From an optimization exercise on the open Yosys and OpenROAD flow, aimed at small area; shortcuts taken in it are not production practice. Where RTL was checked, it was by simulation tests only, not by an equivalence proof against the original. Power figures rest on the tool's default switching activity, not on a simulated workload.

==> wip/zinc: inputs <==
## systolic
module systolic #(parameter SIZE = 4) (
    input  logic                     clk, reset,
    input  logic [SIZE*8-1:0]        a_in,
    input  logic [SIZE*8-1:0]        b_in,
    input  logic [SIZE-1:0]          valid_a,
    input  logic [SIZE-1:0]          valid_b,
    output logic [SIZE*SIZE*32-1:0]  out
    );
clock: 8.0 ns
lec_check: 0
cap_margin: 20
core_margin: 2
core_utilization: 40
slew_margin: 20
synth_hierarchical: 1
synth_minimum_keep_size: 0
run.sh (not shown) runs the stock make flow with config.mk's settings and CLKGATE_MAP_FILE= SYNTH_SCRIPT=/design/flow/synth_recipe.tcl, a recipe that flattens the netlist after the stock synthesis.
==> inputs of wip/yarrow, as changes to wip/zinc <==
--- a/flow/design.v
+++ b/flow/design.v
@@ -5,18 +5,18 @@
     output logic [31:0] acc_out,
     output logic        valid_a_out, valid_b_out
 );
     logic en;
     logic [7:0] ag;
     logic [15:0] s0;        
     logic [15:0] lo;        
     logic c0;               
-    logic [3:0] bc;        
-    logic [3:0] ci;        
+    logic [2:0] bc;        
+    logic [2:0] ci;        
     logic c16;
     logic [31:0] nxt;
     logic pp0_0;
     logic pp0_1;
     logic pp0_2;
     logic pp0_3;
     logic pp0_4;
     logic pp0_5;
@@ -199,26 +199,34 @@
     logic ha4_s;
     logic ha4_c;
     logic ha5_s;
     logic ha5_c;
     logic ha6_s;
     logic ha6_c;
     logic ha7_s;
     logic ha7_c;
+    logic ha8_s;
+    logic ha8_c;
+    logic ha9_s;
+    logic ha9_c;
     logic fa57_s;
     logic fa57_c;
     logic fa58_s;
     logic fa58_c;
+    logic ha10_s;
+    logic ha10_c;
     logic fa59_s;
     logic fa59_c;
     logic fa60_s;
     logic fa60_c;
     logic fa61_s;
     logic fa61_c;
+    logic fa62_s;
+    logic fa62_c;
     assign en = valid_a & valid_b;
     assign ag = a_in & {8{en}};
     assign pp0_0 = ag[0] & b_in[0];
     assign pp0_1 = ag[0] & b_in[1];
     assign pp0_2 = ag[0] & b_in[2];
     assign pp0_3 = ag[0] & b_in[3];
     assign pp0_4 = ag[0] & b_in[4];
     assign pp0_5 = ag[0] & b_in[5];
@@ -336,54 +344,53 @@
     fa_cell u_fa54 (.a(acc_out[13]), .b(pp6_7), .c(pp7_6), .s(fa54_s), .co(fa54_c));
     fa_cell u_fa55 (.a(fa51_c), .b(fa54_s), .c(fa52_c), .s(fa55_s), .co(fa55_c));
     fa_cell u_fa56 (.a(acc_out[14]), .b(pp7_7), .c(fa54_c), .s(fa56_s), .co(fa56_c));
     ha_cell u_ha1 (.a(acc_out[0]), .b(pp0_0), .s(ha1_s), .co(ha1_c));
     ha_cell u_ha2 (.a(fa1_s), .b(ha1_c), .s(ha2_s), .co(ha2_c));
     ha_cell u_ha3 (.a(fa3_s), .b(ha2_c), .s(ha3_s), .co(ha3_c));
     ha_cell u_ha4 (.a(fa6_s), .b(ha3_c), .s(ha4_s), .co(ha4_c));
     ha_cell u_ha5 (.a(fa10_s), .b(ha4_c), .s(ha5_s), .co(ha5_c));
-    ha_cell u_ha6 (.a(fa41_s), .b(fa35_c), .s(ha6_s), .co(ha6_c));
-    ha_cell u_ha7 (.a(fa46_s), .b(fa41_c), .s(ha7_s), .co(ha7_c));
-    fa_cell u_fa57 (.a(fa50_s), .b(fa46_c), .c(ha7_c), .s(fa57_s), .co(fa57_c));
-    fa_cell u_fa58 (.a(fa53_s), .b(fa50_c), .c(fa57_c), .s(fa58_s), .co(fa58_c));
-    fa_cell u_fa59 (.a(fa55_s), .b(fa53_c), .c(fa58_c), .s(fa59_s), .co(fa59_c));
-    fa_cell u_fa60 (.a(fa56_s), .b(fa55_c), .c(fa59_c), .s(fa60_s), .co(fa60_c));
-    fa_cell u_fa61 (.a(acc_out[15]), .b(fa56_c), .c(fa60_c), .s(fa61_s), .co(fa61_c));
+    ha_cell u_ha6 (.a(fa15_s), .b(ha5_c), .s(ha6_s), .co(ha6_c));
+    ha_cell u_ha7 (.a(fa21_s), .b(ha6_c), .s(ha7_s), .co(ha7_c));
+    ha_cell u_ha8 (.a(fa28_s), .b(ha7_c), .s(ha8_s), .co(ha8_c));
+    ha_cell u_ha9 (.a(fa35_s), .b(ha8_c), .s(ha9_s), .co(ha9_c));
+    fa_cell u_fa57 (.a(fa41_s), .b(fa35_c), .c(ha9_c), .s(fa57_s), .co(fa57_c));
+    fa_cell u_fa58 (.a(fa46_s), .b(fa41_c), .c(fa57_c), .s(fa58_s), .co(fa58_c));
+    ha_cell u_ha10 (.a(fa50_s), .b(fa46_c), .s(ha10_s), .co(ha10_c));
+    fa_cell u_fa59 (.a(fa53_s), .b(fa50_c), .c(ha10_c), .s(fa59_s), .co(fa59_c));
+    fa_cell u_fa60 (.a(fa55_s), .b(fa53_c), .c(fa59_c), .s(fa60_s), .co(fa60_c));
+    fa_cell u_fa61 (.a(fa56_s), .b(fa55_c), .c(fa60_c), .s(fa61_s), .co(fa61_c));
+    fa_cell u_fa62 (.a(acc_out[15]), .b(fa56_c), .c(fa61_c), .s(fa62_s), .co(fa62_c));
     assign s0[0] = ha1_s;
     assign s0[1] = ha2_s;
     assign s0[2] = ha3_s;
     assign s0[3] = ha4_s;
     assign s0[4] = ha5_s;
-    assign s0[5] = fa15_s;
-    assign s0[6] = fa21_s;
-    assign s0[7] = fa28_s;
-    assign s0[8] = fa35_s;
-    assign s0[9] = ha6_s;
-    assign s0[10] = ha7_s;
-    assign s0[11] = fa57_s;
-    assign s0[12] = fa58_s;
-    assign s0[13] = fa59_s;
-    assign s0[14] = fa60_s;
-    assign s0[15] = fa61_s;
-    assign c0 = fa61_c;
-    assign bc[1] = ha5_c;
-    assign bc[2] = ha6_c;
+    assign s0[5] = ha6_s;
+    assign s0[6] = ha7_s;
+    assign s0[7] = ha8_s;
+    assign s0[8] = ha9_s;
+    assign s0[9] = fa57_s;
+    assign s0[10] = fa58_s;
+    assign s0[11] = ha10_s;
+    assign s0[12] = fa59_s;
+    assign s0[13] = fa60_s;
+    assign s0[14] = fa61_s;
+    assign s0[15] = fa62_s;
+    assign c0 = fa62_c;
+    assign bc[1] = fa58_c;
     assign ci[0] = 1'b0;
     assign bc[0] = 1'b0;
-    assign lo[4:0] = s0[4:0];
-    assign ci[1] = bc[1] | (ci[0] & (&s0[4:0]));
-    for (genvar k = 5; k < 10; k++) begin : g_b1
-        assign lo[k] = s0[k] ^ (ci[1] & ((k == 5) ? 1'b1 : &s0[k-1:5]));
-    end
-    assign ci[2] = bc[2] | (ci[1] & (&s0[9:5]));
-    for (genvar k = 10; k < 16; k++) begin : g_b2
-        assign lo[k] = s0[k] ^ (ci[2] & ((k == 10) ? 1'b1 : &s0[k-1:10]));
+    assign lo[10:0] = s0[10:0];
+    assign ci[1] = bc[1] | (ci[0] & (&s0[10:0]));
+    for (genvar k = 11; k < 16; k++) begin : g_b1
+        assign lo[k] = s0[k] ^ (ci[1] & ((k == 11) ? 1'b1 : &s0[k-1:11]));
     end
-    assign c16 = c0 | (ci[2] & (&s0[15:10]));
+    assign c16 = c0 | (ci[1] & (&s0[15:11]));
     for (genvar k = 16; k < 32; k++) begin : g_hi
         assign nxt[k] = acc_out[k] ^ (c16 & ((k == 16) ? 1'b1 : &acc_out[k-1:16]));
     end
     assign nxt[15:0] = lo;
     always_ff @(posedge clk) begin : valid_reg
         if (~reset) begin
             valid_a_out <= 0;
             valid_b_out <= 0;
@@ -415,18 +422,18 @@
     output logic [31:0] acc_out,
     output logic        valid_a_out, valid_b_out
 );
     logic en;
     logic [7:0] ag;
     logic [15:0] s0;        
     logic [15:0] lo;        
     logic c0;               
-    logic [2:0] bc;        
-    logic [2:0] ci;        
+    logic [1:0] bc;        
+    logic [1:0] ci;        
     logic c16;
     logic [31:0] nxt;
     logic pp0_0;
     logic pp0_1;
     logic pp0_2;
     logic pp0_3;
     logic pp0_4;
     logic pp0_5;
@@ -621,22 +628,22 @@
     logic fa57_s;
     logic fa57_c;
     logic fa58_s;
     logic fa58_c;
     logic fa59_s;
     logic fa59_c;
     logic fa60_s;
     logic fa60_c;
-    logic ha10_s;
-    logic ha10_c;
     logic fa61_s;
     logic fa61_c;
     logic fa62_s;
     logic fa62_c;
+    logic fa63_s;
+    logic fa63_c;
     assign en = valid_a & valid_b;
     assign ag = a_in & {8{en}};
     assign pp0_0 = ag[0] & b_in[0];
     assign pp0_1 = ag[0] & b_in[1];
     assign pp0_2 = ag[0] & b_in[2];
     assign pp0_3 = ag[0] & b_in[3];
     assign pp0_4 = ag[0] & b_in[4];
     assign pp0_5 = ag[0] & b_in[5];
@@ -762,45 +769,40 @@
     ha_cell u_ha6 (.a(fa15_s), .b(ha5_c), .s(ha6_s), .co(ha6_c));
     ha_cell u_ha7 (.a(fa21_s), .b(ha6_c), .s(ha7_s), .co(ha7_c));
     ha_cell u_ha8 (.a(fa28_s), .b(ha7_c), .s(ha8_s), .co(ha8_c));
     ha_cell u_ha9 (.a(fa35_s), .b(ha8_c), .s(ha9_s), .co(ha9_c));
     fa_cell u_fa57 (.a(fa41_s), .b(fa35_c), .c(ha9_c), .s(fa57_s), .co(fa57_c));
     fa_cell u_fa58 (.a(fa46_s), .b(fa41_c), .c(fa57_c), .s(fa58_s), .co(fa58_c));
     fa_cell u_fa59 (.a(fa50_s), .b(fa46_c), .c(fa58_c), .s(fa59_s), .co(fa59_c));
     fa_cell u_fa60 (.a(fa53_s), .b(fa50_c), .c(fa59_c), .s(fa60_s), .co(fa60_c));
-    ha_cell u_ha10 (.a(fa55_s), .b(fa53_c), .s(ha10_s), .co(ha10_c));
-    fa_cell u_fa61 (.a(fa56_s), .b(fa55_c), .c(ha10_c), .s(fa61_s), .co(fa61_c));
-    fa_cell u_fa62 (.a(acc_out[15]), .b(fa56_c), .c(fa61_c), .s(fa62_s), .co(fa62_c));
+    fa_cell u_fa61 (.a(fa55_s), .b(fa53_c), .c(fa60_c), .s(fa61_s), .co(fa61_c));
+    fa_cell u_fa62 (.a(fa56_s), .b(fa55_c), .c(fa61_c), .s(fa62_s), .co(fa62_c));
+    fa_cell u_fa63 (.a(acc_out[15]), .b(fa56_c), .c(fa62_c), .s(fa63_s), .co(fa63_c));
     assign s0[0] = ha1_s;
     assign s0[1] = ha2_s;
     assign s0[2] = ha3_s;
     assign s0[3] = ha4_s;
     assign s0[4] = ha5_s;
     assign s0[5] = ha6_s;
     assign s0[6] = ha7_s;
     assign s0[7] = ha8_s;
     assign s0[8] = ha9_s;
     assign s0[9] = fa57_s;
     assign s0[10] = fa58_s;
     assign s0[11] = fa59_s;
     assign s0[12] = fa60_s;
-    assign s0[13] = ha10_s;
-    assign s0[14] = fa61_s;
-    assign s0[15] = fa62_s;
-    assign c0 = fa62_c;
-    assign bc[1] = fa60_c;
+    assign s0[13] = fa61_s;
+    assign s0[14] = fa62_s;
+    assign s0[15] = fa63_s;
+    assign c0 = fa63_c;
     assign ci[0] = 1'b0;
     assign bc[0] = 1'b0;
-    assign lo[12:0] = s0[12:0];
-    assign ci[1] = bc[1] | (ci[0] & (&s0[12:0]));
-    for (genvar k = 13; k < 16; k++) begin : g_b1
-        assign lo[k] = s0[k] ^ (ci[1] & ((k == 13) ? 1'b1 : &s0[k-1:13]));
-    end
-    assign c16 = c0 | (ci[1] & (&s0[15:13]));
+    assign lo[15:0] = s0[15:0];
+    assign c16 = c0;
     for (genvar k = 16; k < 32; k++) begin : g_hi
         assign nxt[k] = acc_out[k] ^ (c16 & ((k == 16) ? 1'b1 : &acc_out[k-1:16]));
     end
     assign nxt[15:0] = lo;
     always_ff @(posedge clk) begin : valid_reg
         if (~reset) begin
             valid_a_out <= 0;
             valid_b_out <= 0;
==> flow/flow/run.sh (new file) <==
#!/bin/bash
# Standard layout, with the port buffers made of the smallest buffer cell.
set -e
export BUFFER_PORTS_ARGS="-buffer_cell sky130_fd_sc_hd__buf_1"
bash standard.sh > standard.log 2>&1
==> flow/standard.sh (new file) <==
#!/bin/bash
# synth_recipe.tcl (not shown) runs the flow's synth.tcl, then flattens the netlist and writes it again
# the make line also repeats each setting of config.mk as NAME=value (left out here)
make -C /OpenROAD-flow-scripts/flow DESIGN_CONFIG=/design/flow/config.mk WORK_HOME=/design/flow/orfs CLKGATE_MAP_FILE= SYNTH_SCRIPT=/design/flow/synth_recipe.tcl "${@:-finish}"
==> flow/config.mk (replaced) <==
export PLATFORM = sky130hd
export DESIGN_NAME = systolic
export DESIGN_NICKNAME = systolic
export VERILOG_FILES = /design/flow/design.v
export SDC_FILE = /design/flow/constraint.sdc
export NUM_CORES = 4
export LEC_CHECK = 0
export ABC_AREA = 1
export CAP_MARGIN = 20
export CORE_MARGIN = 2
export CORE_UTILIZATION = 55
export CTS_BUF_LIST = sky130_fd_sc_hd__clkbuf_4 sky130_fd_sc_hd__clkbuf_8
export SLEW_MARGIN = 20
export SYNTH_HIERARCHICAL = 1
export SYNTH_MINIMUM_KEEP_SIZE = 0
removed: flow/run.sh
==> inputs of wip/umber, as changes to wip/zinc <==
--- a/flow/design.v
+++ b/flow/design.v
@@ -5,18 +5,18 @@
     output logic [31:0] acc_out,
     output logic        valid_a_out, valid_b_out
 );
     logic en;
     logic [7:0] ag;
     logic [15:0] s0;        
     logic [15:0] lo;        
     logic c0;               
-    logic [3:0] bc;        
-    logic [3:0] ci;        
+    logic [2:0] bc;        
+    logic [2:0] ci;        
     logic c16;
     logic [31:0] nxt;
     logic pp0_0;
     logic pp0_1;
     logic pp0_2;
     logic pp0_3;
     logic pp0_4;
     logic pp0_5;
@@ -199,26 +199,34 @@
     logic ha4_s;
     logic ha4_c;
     logic ha5_s;
     logic ha5_c;
     logic ha6_s;
     logic ha6_c;
     logic ha7_s;
     logic ha7_c;
+    logic ha8_s;
+    logic ha8_c;
+    logic ha9_s;
+    logic ha9_c;
     logic fa57_s;
     logic fa57_c;
     logic fa58_s;
     logic fa58_c;
     logic fa59_s;
     logic fa59_c;
+    logic ha10_s;
+    logic ha10_c;
     logic fa60_s;
     logic fa60_c;
     logic fa61_s;
     logic fa61_c;
+    logic fa62_s;
+    logic fa62_c;
     assign en = valid_a & valid_b;
     assign ag = a_in & {8{en}};
     assign pp0_0 = ag[0] & b_in[0];
     assign pp0_1 = ag[0] & b_in[1];
     assign pp0_2 = ag[0] & b_in[2];
     assign pp0_3 = ag[0] & b_in[3];
     assign pp0_4 = ag[0] & b_in[4];
     assign pp0_5 = ag[0] & b_in[5];
@@ -336,54 +344,53 @@
     fa_cell u_fa54 (.a(acc_out[13]), .b(pp6_7), .c(pp7_6), .s(fa54_s), .co(fa54_c));
     fa_cell u_fa55 (.a(fa51_c), .b(fa54_s), .c(fa52_c), .s(fa55_s), .co(fa55_c));
     fa_cell u_fa56 (.a(acc_out[14]), .b(pp7_7), .c(fa54_c), .s(fa56_s), .co(fa56_c));
     ha_cell u_ha1 (.a(acc_out[0]), .b(pp0_0), .s(ha1_s), .co(ha1_c));
     ha_cell u_ha2 (.a(fa1_s), .b(ha1_c), .s(ha2_s), .co(ha2_c));
     ha_cell u_ha3 (.a(fa3_s), .b(ha2_c), .s(ha3_s), .co(ha3_c));
     ha_cell u_ha4 (.a(fa6_s), .b(ha3_c), .s(ha4_s), .co(ha4_c));
     ha_cell u_ha5 (.a(fa10_s), .b(ha4_c), .s(ha5_s), .co(ha5_c));
-    ha_cell u_ha6 (.a(fa41_s), .b(fa35_c), .s(ha6_s), .co(ha6_c));
-    ha_cell u_ha7 (.a(fa46_s), .b(fa41_c), .s(ha7_s), .co(ha7_c));
-    fa_cell u_fa57 (.a(fa50_s), .b(fa46_c), .c(ha7_c), .s(fa57_s), .co(fa57_c));
-    fa_cell u_fa58 (.a(fa53_s), .b(fa50_c), .c(fa57_c), .s(fa58_s), .co(fa58_c));
-    fa_cell u_fa59 (.a(fa55_s), .b(fa53_c), .c(fa58_c), .s(fa59_s), .co(fa59_c));
-    fa_cell u_fa60 (.a(fa56_s), .b(fa55_c), .c(fa59_c), .s(fa60_s), .co(fa60_c));
-    fa_cell u_fa61 (.a(acc_out[15]), .b(fa56_c), .c(fa60_c), .s(fa61_s), .co(fa61_c));
+    ha_cell u_ha6 (.a(fa15_s), .b(ha5_c), .s(ha6_s), .co(ha6_c));
+    ha_cell u_ha7 (.a(fa21_s), .b(ha6_c), .s(ha7_s), .co(ha7_c));
+    ha_cell u_ha8 (.a(fa28_s), .b(ha7_c), .s(ha8_s), .co(ha8_c));
+    ha_cell u_ha9 (.a(fa35_s), .b(ha8_c), .s(ha9_s), .co(ha9_c));
+    fa_cell u_fa57 (.a(fa41_s), .b(fa35_c), .c(ha9_c), .s(fa57_s), .co(fa57_c));
+    fa_cell u_fa58 (.a(fa46_s), .b(fa41_c), .c(fa57_c), .s(fa58_s), .co(fa58_c));
+    fa_cell u_fa59 (.a(fa50_s), .b(fa46_c), .c(fa58_c), .s(fa59_s), .co(fa59_c));
+    ha_cell u_ha10 (.a(fa53_s), .b(fa50_c), .s(ha10_s), .co(ha10_c));
+    fa_cell u_fa60 (.a(fa55_s), .b(fa53_c), .c(ha10_c), .s(fa60_s), .co(fa60_c));
+    fa_cell u_fa61 (.a(fa56_s), .b(fa55_c), .c(fa60_c), .s(fa61_s), .co(fa61_c));
+    fa_cell u_fa62 (.a(acc_out[15]), .b(fa56_c), .c(fa61_c), .s(fa62_s), .co(fa62_c));
     assign s0[0] = ha1_s;
     assign s0[1] = ha2_s;
     assign s0[2] = ha3_s;
     assign s0[3] = ha4_s;
     assign s0[4] = ha5_s;
-    assign s0[5] = fa15_s;
-    assign s0[6] = fa21_s;
-    assign s0[7] = fa28_s;
-    assign s0[8] = fa35_s;
-    assign s0[9] = ha6_s;
-    assign s0[10] = ha7_s;
-    assign s0[11] = fa57_s;
-    assign s0[12] = fa58_s;
-    assign s0[13] = fa59_s;
-    assign s0[14] = fa60_s;
-    assign s0[15] = fa61_s;
-    assign c0 = fa61_c;
-    assign bc[1] = ha5_c;
-    assign bc[2] = ha6_c;
+    assign s0[5] = ha6_s;
+    assign s0[6] = ha7_s;
+    assign s0[7] = ha8_s;
+    assign s0[8] = ha9_s;
+    assign s0[9] = fa57_s;
+    assign s0[10] = fa58_s;
+    assign s0[11] = fa59_s;
+    assign s0[12] = ha10_s;
+    assign s0[13] = fa60_s;
+    assign s0[14] = fa61_s;
+    assign s0[15] = fa62_s;
+    assign c0 = fa62_c;
+    assign bc[1] = fa59_c;
     assign ci[0] = 1'b0;
     assign bc[0] = 1'b0;
-    assign lo[4:0] = s0[4:0];
-    assign ci[1] = bc[1] | (ci[0] & (&s0[4:0]));
-    for (genvar k = 5; k < 10; k++) begin : g_b1
-        assign lo[k] = s0[k] ^ (ci[1] & ((k == 5) ? 1'b1 : &s0[k-1:5]));
-    end
-    assign ci[2] = bc[2] | (ci[1] & (&s0[9:5]));
-    for (genvar k = 10; k < 16; k++) begin : g_b2
-        assign lo[k] = s0[k] ^ (ci[2] & ((k == 10) ? 1'b1 : &s0[k-1:10]));
+    assign lo[11:0] = s0[11:0];
+    assign ci[1] = bc[1] | (ci[0] & (&s0[11:0]));
+    for (genvar k = 12; k < 16; k++) begin : g_b1
+        assign lo[k] = s0[k] ^ (ci[1] & ((k == 12) ? 1'b1 : &s0[k-1:12]));
     end
-    assign c16 = c0 | (ci[2] & (&s0[15:10]));
+    assign c16 = c0 | (ci[1] & (&s0[15:12]));
     for (genvar k = 16; k < 32; k++) begin : g_hi
         assign nxt[k] = acc_out[k] ^ (c16 & ((k == 16) ? 1'b1 : &acc_out[k-1:16]));
     end
     assign nxt[15:0] = lo;
     always_ff @(posedge clk) begin : valid_reg
         if (~reset) begin
             valid_a_out <= 0;
             valid_b_out <= 0;
@@ -621,20 +628,20 @@
     logic fa57_s;
     logic fa57_c;
     logic fa58_s;
     logic fa58_c;
     logic fa59_s;
     logic fa59_c;
     logic fa60_s;
     logic fa60_c;
-    logic ha10_s;
-    logic ha10_c;
     logic fa61_s;
     logic fa61_c;
+    logic ha10_s;
+    logic ha10_c;
     logic fa62_s;
     logic fa62_c;
     assign en = valid_a & valid_b;
     assign ag = a_in & {8{en}};
     assign pp0_0 = ag[0] & b_in[0];
     assign pp0_1 = ag[0] & b_in[1];
     assign pp0_2 = ag[0] & b_in[2];
     assign pp0_3 = ag[0] & b_in[3];
@@ -762,45 +769,45 @@
     ha_cell u_ha6 (.a(fa15_s), .b(ha5_c), .s(ha6_s), .co(ha6_c));
     ha_cell u_ha7 (.a(fa21_s), .b(ha6_c), .s(ha7_s), .co(ha7_c));
     ha_cell u_ha8 (.a(fa28_s), .b(ha7_c), .s(ha8_s), .co(ha8_c));
     ha_cell u_ha9 (.a(fa35_s), .b(ha8_c), .s(ha9_s), .co(ha9_c));
     fa_cell u_fa57 (.a(fa41_s), .b(fa35_c), .c(ha9_c), .s(fa57_s), .co(fa57_c));
     fa_cell u_fa58 (.a(fa46_s), .b(fa41_c), .c(fa57_c), .s(fa58_s), .co(fa58_c));
     fa_cell u_fa59 (.a(fa50_s), .b(fa46_c), .c(fa58_c), .s(fa59_s), .co(fa59_c));
     fa_cell u_fa60 (.a(fa53_s), .b(fa50_c), .c(fa59_c), .s(fa60_s), .co(fa60_c));
-    ha_cell u_ha10 (.a(fa55_s), .b(fa53_c), .s(ha10_s), .co(ha10_c));
-    fa_cell u_fa61 (.a(fa56_s), .b(fa55_c), .c(ha10_c), .s(fa61_s), .co(fa61_c));
-    fa_cell u_fa62 (.a(acc_out[15]), .b(fa56_c), .c(fa61_c), .s(fa62_s), .co(fa62_c));
+    fa_cell u_fa61 (.a(fa55_s), .b(fa53_c), .c(fa60_c), .s(fa61_s), .co(fa61_c));
+    ha_cell u_ha10 (.a(fa56_s), .b(fa55_c), .s(ha10_s), .co(ha10_c));
+    fa_cell u_fa62 (.a(acc_out[15]), .b(fa56_c), .c(ha10_c), .s(fa62_s), .co(fa62_c));
     assign s0[0] = ha1_s;
     assign s0[1] = ha2_s;
     assign s0[2] = ha3_s;
     assign s0[3] = ha4_s;
     assign s0[4] = ha5_s;
     assign s0[5] = ha6_s;
     assign s0[6] = ha7_s;
     assign s0[7] = ha8_s;
     assign s0[8] = ha9_s;
     assign s0[9] = fa57_s;
     assign s0[10] = fa58_s;
     assign s0[11] = fa59_s;
     assign s0[12] = fa60_s;
-    assign s0[13] = ha10_s;
-    assign s0[14] = fa61_s;
+    assign s0[13] = fa61_s;
+    assign s0[14] = ha10_s;
     assign s0[15] = fa62_s;
     assign c0 = fa62_c;
-    assign bc[1] = fa60_c;
+    assign bc[1] = fa61_c;
     assign ci[0] = 1'b0;
     assign bc[0] = 1'b0;
-    assign lo[12:0] = s0[12:0];
-    assign ci[1] = bc[1] | (ci[0] & (&s0[12:0]));
-    for (genvar k = 13; k < 16; k++) begin : g_b1
-        assign lo[k] = s0[k] ^ (ci[1] & ((k == 13) ? 1'b1 : &s0[k-1:13]));
+    assign lo[13:0] = s0[13:0];
+    assign ci[1] = bc[1] | (ci[0] & (&s0[13:0]));
+    for (genvar k = 14; k < 16; k++) begin : g_b1
+        assign lo[k] = s0[k] ^ (ci[1] & ((k == 14) ? 1'b1 : &s0[k-1:14]));
     end
-    assign c16 = c0 | (ci[1] & (&s0[15:13]));
+    assign c16 = c0 | (ci[1] & (&s0[15:14]));
     for (genvar k = 16; k < 32; k++) begin : g_hi
         assign nxt[k] = acc_out[k] ^ (c16 & ((k == 16) ? 1'b1 : &acc_out[k-1:16]));
     end
     assign nxt[15:0] = lo;
     always_ff @(posedge clk) begin : valid_reg
         if (~reset) begin
             valid_a_out <= 0;
             valid_b_out <= 0;
==> flow/flow/run.sh (new file) <==
#!/bin/bash
# Standard layout (the standard.sh), with two changes:
# - the port buffers are the smallest buffer cell (buf_1);
# - clock tree synthesis builds larger sink clusters and inserts no dummy loads.
set -e
export RECOVER_POWER=100
export BUFFER_PORTS_ARGS="-buffer_cell sky130_fd_sc_hd__buf_1"
export CTS_ARGS="-sink_clustering_enable -repair_clock_nets -dont_use_dummy_load -buf_list {sky130_fd_sc_hd__clkbuf_4 sky130_fd_sc_hd__clkbuf_8} -sink_clustering_size 14 -sink_clustering_max_diameter 80"
bash standard.sh > standard.log 2>&1
==> flow/standard.sh (new file) <==
#!/bin/bash
# synth_recipe.tcl (not shown) runs the flow's synth.tcl, then flattens the netlist and writes it again
# the make line also repeats each setting of config.mk as NAME=value (left out here)
make -C /OpenROAD-flow-scripts/flow DESIGN_CONFIG=/design/flow/config.mk WORK_HOME=/design/flow/orfs CLKGATE_MAP_FILE= SYNTH_SCRIPT=/design/flow/synth_recipe.tcl "${@:-finish}"
==> flow/config.mk (replaced) <==
export PLATFORM = sky130hd
export DESIGN_NAME = systolic
export DESIGN_NICKNAME = systolic
export VERILOG_FILES = /design/flow/design.v
export SDC_FILE = /design/flow/constraint.sdc
export NUM_CORES = 4
export LEC_CHECK = 0
export ABC_AREA = 1
export CAP_MARGIN = 20
export CORE_MARGIN = 2
export CORE_UTILIZATION = 60
export SLEW_MARGIN = 20
export SYNTH_HIERARCHICAL = 1
export SYNTH_MINIMUM_KEEP_SIZE = 0
removed: flow/run.sh
==> qor summary <==
Run status: wip/yarrow complete, no violations; wip/umber failed layout checks; wip/zinc complete, no violations
Layout check failures: wip/yarrow -; wip/umber capacitance limit, slew limit; wip/zinc -
Gpl congestion: wip/yarrow 0.889; wip/umber 0.906; wip/zinc 0.857
Worst Path Arrival: wip/yarrow 8380 ps; wip/umber 8290 ps; wip/zinc 8150 ps
Worst path required time: wip/yarrow 8700 ps; wip/umber 8630 ps; wip/zinc 8570 ps
Upper clock frequency limit: wip/yarrow 130 MHz; wip/umber 131 MHz; wip/zinc 132 MHz
Post-Synthesis Cells: wip/yarrow 5735; wip/umber 5714; wip/zinc 5235
Die area: wip/yarrow 100000 sq um; wip/umber 92000 sq um; wip/zinc 142000 sq um
Total vias in the final route: wip/yarrow 40.3k; wip/umber 39.8k; wip/zinc 41.8k
Maximum number of pins on one net before global-route repair: wip/yarrow 144; wip/umber 159; wip/zinc 69
Overall power after layout: wip/yarrow 0.00829 W; wip/umber 0.00622 W; wip/zinc 0.00899 W
Power density normalized to cell area: wip/yarrow 136 nW/um^2; wip/umber 107 nW/um^2; wip/zinc 133 nW/um^2
Total standard cell area after synthesis: wip/yarrow 53800 sq um; wip/umber 53800 sq um; wip/zinc 55700 sq um
Register Area: wip/yarrow 14600 sq um; wip/umber 14600 sq um; wip/zinc 14600 sq um
Number of buffer and inverter stages on the critical path: wip/yarrow 1; wip/umber 2; wip/zinc 3
Worst-case headroom to the max-slew limit: wip/yarrow 49.8%; wip/umber -112%; wip/zinc 30.9%
Worst Skew: wip/yarrow 38.1 ps; wip/umber 62.8 ps; wip/zinc 36.3 ps
Share of power burned in registers: wip/yarrow 45.0%; wip/umber 59.9%; wip/zinc 41.6%
Clock Buffer Count: wip/yarrow 215; wip/umber 59; wip/zinc 124
First DRT Iteration DRCs: wip/yarrow 2346; wip/umber 2499; wip/zinc 2558
Slew at the pin with the worst max-slew slack: wip/yarrow 754 ps; wip/umber 3180 ps; wip/zinc 1040 ps
Global routing usage on met3: wip/yarrow 7.66%; wip/umber 5.61%; wip/zinc 4.72%
Average footprint of a synthesized cell: wip/yarrow 9.38 sq um; wip/umber 9.41 sq um; wip/zinc 10.6 sq um
Clock buf/inv share: wip/yarrow 4.92%; wip/umber 1.40%; wip/zinc 4.92%
The RTL of wip/zinc was laid out without a check of its function.

-- static timing again, ports no longer ideal --
The results above use ideal ports. As a check the final layouts listed here were re-extracted and re-timed, cells and wires unchanged.
Step 1, drivers: a clkbuf_16 drives clk and a buf_2 each remaining input, both assumed.
Step 2 times the ports against the registers' clock, not the clock port: input delays grow and output delays shrink by t, the midpoint of the rising clock arrivals with the driver on.
Three values: ideal ports, drivers, drivers and shift; two values: the first two.
| run | t, ns | slack for setup (ns) | hold WS [ns] | clock arrival spread, ns | worst data-port slew with drivers (ns) |
|---|---|---|---|---|---|
| wip/zinc | 0.776 | 0.421 / 0.447 / -0.329 | 0.482 / 0.482 / 0.482 | 0.038 / 0.038 | 0.09 |
| wip/yarrow | 0.894 | 0.327 / 0.327 / 0.209 | 0.456 / 0.456 / 0.456 | 0.038 / 0.038 | 0.10 |
| wip/umber | 0.839 | 0.339 / 0.326 / -0.513 | 0.420 / 0.420 / 0.420 | 0.064 / 0.064 | 0.11 |
The setup slack of wip/umber, which loses most, moves by -0.013 ns with the drivers and by -0.852 ns with both steps.
